Source: an optimization exercise on an open RTL-to-GDS flow (aim: small area). Production flows keep margins and buffers that such runs may drop.
In this exercise RTL edits were held to simulation tests only and were not proved equivalent to the original.
Power and IR drop assume default switching activity.

## picoversat
module picoversat (
             input                 clk,
             input                 rst,
             output                trap,
             output                led,
             output [10-2:0]  imem_addr,
             input [32-1:0]  imem_rdata,
             output                dmem_en,
             output                dmem_we,
             output [10-2:0]  dmem_addr,
             output [32-1:0]  dmem_wdata,
             input [32-1:0]   dmem_rdata
             );
Size: roughly 2000 cells after synthesis.
Settings: LEC_CHECK=0, CAP_MARGIN=10, CORE_MARGIN=2, CORE_UTILIZATION=65, CTS_CLUSTER_DIAMETER=80, CTS_CLUSTER_SIZE=25, GPL_TIMING_DRIVEN=0, PLACE_DENSITY=0.75, SETUP_SLACK_MARGIN=0.15, SLEW_MARGIN=10, SYNTH_HIERARCHICAL=1; clock period 7.5 ns.
standard.sh (not shown) runs the stock make flow with config.mk's settings and CLKGATE_MAP_FILE= SYNTH_SCRIPT=/design/flow/synth_recipe.tcl, a recipe that flattens the netlist after the stock synthesis.
==> flow/flow/run.sh <==
#!/bin/bash
# The standard layout (standard.sh: the standard flow's own ORFS run with the standard
# synthesis), with the port buffers made of the smallest buffer cell
# (sky130_fd_sc_hd__buf_1) instead of ORFS's default choice. Every input and
# output port still gets its own buffer. ORFS writes each step's log under
# orfs/logs; standard.log holds make's own output.
set -euo pipefail
export BUFFER_PORTS_ARGS="-buffer_cell sky130_fd_sc_hd__buf_1"
bash standard.sh > standard.log 2>&1
The first run ran to the end with no violations.
Next try:
==> flow/config.mk (replaced) <==
export PLATFORM = sky130hd
export DESIGN_NAME = picoversat
export DESIGN_NICKNAME = picoversat
export VERILOG_FILES = /design/flow/design.v
export SDC_FILE = /design/flow/constraint.sdc
export NUM_CORES = 4
export LEC_CHECK = 0
export CAP_MARGIN = 5
export CORE_MARGIN = 2
export CORE_UTILIZATION = 55
export CTS_CLUSTER_DIAMETER = 100
export CTS_CLUSTER_SIZE = 20
export GPL_TIMING_DRIVEN = 0
export PLACE_DENSITY = 0.65
export SETUP_SLACK_MARGIN = 0.15
export SLEW_MARGIN = 5
export SYNTH_HIERARCHICAL = 1
After rerunning: The new run passed the timing, design-rule and antenna checks. First-iteration DRC count grows by 4.8%. Fmax stays flat. Worst setup slack got worse by 0.014 ns. Total power grows by 1.3%. Non-clock buffer count shrinks by 3. Cell area grows by 0.63%. Synthesized area does not change. Clock skew is about the same. Routed wire length grows by 4.2%.
Next try:
--- a/flow/config.mk
+++ b/flow/config.mk
@@ -10,4 +10,5 @@
 export CORE_UTILIZATION = 55
-export CTS_CLUSTER_DIAMETER = 100
-export CTS_CLUSTER_SIZE = 20
+export CTS_BUF_LIST = sky130_fd_sc_hd__clkbuf_8
+export CTS_CLUSTER_DIAMETER = 70
+export CTS_CLUSTER_SIZE = 14
 export GPL_TIMING_DRIVEN = 0
=> The changed run ran to the end with no violations; sequential share of layout area grows by 0.36 points; cell count grows slightly; routed wire length is about the same; via count barely changes; synthesized cell count stays the same.
Next try:
==> flow/config.mk (replaced) <==
export PLATFORM = sky130hd
export DESIGN_NAME = picoversat
export DESIGN_NICKNAME = picoversat
export VERILOG_FILES = /design/flow/design.v
export SDC_FILE = /design/flow/constraint.sdc
export NUM_CORES = 4
export LEC_CHECK = 0
export CAP_MARGIN = 10
export CORE_MARGIN = 2
export CORE_UTILIZATION = 65
export CTS_CLUSTER_DIAMETER = 60
export CTS_CLUSTER_SIZE = 30
export GPL_TIMING_DRIVEN = 0
export PLACE_DENSITY = 0.75
export SETUP_SLACK_MARGIN = 0.15
export SLEW_MARGIN = 10
export SYNTH_HIERARCHICAL = 1
Result:
- worst setup slack improved by 0.019 ns
- sequential power hardly moves
- final area climbs by about 2%
- routed wire length drops by 3.5%
- first-iteration DRC count drops by about 7%
- sequential cell count stays the same
- critical path depth is unchanged
Next try:
==> flow/config.mk (replaced) <==
export PLATFORM = sky130hd
export DESIGN_NAME = picoversat
export DESIGN_NICKNAME = picoversat
export VERILOG_FILES = /design/flow/design.v
export SDC_FILE = /design/flow/constraint.sdc
export NUM_CORES = 4
export LEC_CHECK = 0
export CAP_MARGIN = 5
export CORE_MARGIN = 2
export CORE_UTILIZATION = 55
export CTS_BUF_LIST = sky130_fd_sc_hd__clkbuf_8
export CTS_CLUSTER_DIAMETER = 80
export CTS_CLUSTER_SIZE = 16
export GPL_TIMING_DRIVEN = 0
export PLACE_DENSITY = 0.65
export SETUP_SLACK_MARGIN = 0.15
export SLEW_MARGIN = 5
export SYNTH_HIERARCHICAL = 1
Effect: Clock skew shrinks by 0.0060 ns. Cell area shrinks by 2.3%. Synthesized area is unchanged. Core utilization goes down by 13 points. Cell count grows by about 3.7%. Worst setup slack improves by 0.015 ns. Total power decreases by about 10%. Maximum frequency stays flat. Global-route usage shrinks by 5.2 points. Clock power falls by about 33%. Routed wire length grows by 3.5%.

* * *

picoversat, a different RTL version from the one above (not shown whole).
Size: roughly 2,100 cells after synthesis, roughly 120 I/O pins, ~24,000 sq um of cells after synthesis.
Settings: LEC_CHECK=0, CAP_MARGIN=5, CORE_MARGIN=2, CORE_UTILIZATION=55, CTS_CLUSTER_DIAMETER=100, CTS_CLUSTER_SIZE=20, GPL_TIMING_DRIVEN=0, PLACE_DENSITY=0.65, SETUP_SLACK_MARGIN=0.15, SLEW_MARGIN=5, SYNTH_HIERARCHICAL=1; clock period 7.5 ns.
Scripts as last shown in full above: flow/flow/run.sh
Then changed:
CTS_CLUSTER_DIAMETER = 80   (was 100)
CTS_CLUSTER_SIZE = 25   (was 20)
The new run produced a clean layout.
Worst setup slack got worse by 65 ps.
Sequential power is about the same.
Final cell count is unchanged.
Cell area hardly moves.
Wire length is about the same.
Power goes up by 0.92%.
Hold slack improved by 3.2 ps.
Core utilization goes up by 0.13 points.
Then changed:
CAP_MARGIN = 10   (was 5)
CORE_UTILIZATION = 65   (was 55)
PLACE_DENSITY = 0.75   (was 0.65)
SLEW_MARGIN = 10   (was 5)
What happened: Non-clock buffer count does not change. Synthesized cell count is unchanged. Global-route usage went up by 4.9 points. Count of clock-buffer cells in the layout falls by 2. Via count rises by a few percent. Hold slack improves by 4.1 ps. Setup slack degrades by 6.7 ps.

[port drivers added, routing unchanged]
No port has a modelled driver above. Below, the same layouts with a new extraction and two added sets of constraints.
Step 1 assumes that a clkbuf_16 drives the clock port and a buf_2 every other input.
Step 2, shift: input delay + t, output delay - t, t = (earliest + latest rising clock arrival at the registers) / 2. This alone moves slack from input paths to output paths.
Three values: ideal, step 1, step 2; two values: the first two.
run | t (ns) | setup slack, ns | hold slack, ns | worst setup path at the end
the first run of note 1 | 0.665 | 0.226 / 0.253 / -0.412 | 0.481 / 0.481 / 0.481 | input to register
the second run of note 1 | 0.635 | 0.211 / 0.248 / -0.387 | 0.479 / 0.479 / 0.479 | input to register
the third run of note 1 | 0.714 | 0.216 / 0.244 / -0.471 | 0.481 / 0.481 / 0.481 | input to register
the fourth run of note 1 | 0.647 | 0.235 / 0.271 / -0.376 | 0.481 / 0.481 / 0.481 | input to register
the fifth run of note 1 | 0.712 | 0.251 / 0.277 / -0.435 | 0.483 / 0.483 / 0.483 | input to register
the first run of note 2 | 0.635 | 0.384 / 0.420 / -0.215 | 0.478 / 0.478 / 0.478 | input to register
the second run of note 2 | 0.633 | 0.319 / 0.348 / -0.286 | 0.481 / 0.481 / 0.481 | input to register
the third run of note 2 | 0.680 | 0.312 / 0.348 / -0.332 | 0.485 / 0.485 / 0.485 | input to register
Met with ideal ports but missed after step 2: setup timing in every run listed. For the third run of note 1, which loses most, drivers alone change the setup slack by +0.028 ns; drivers and shift together by -0.687 ns.
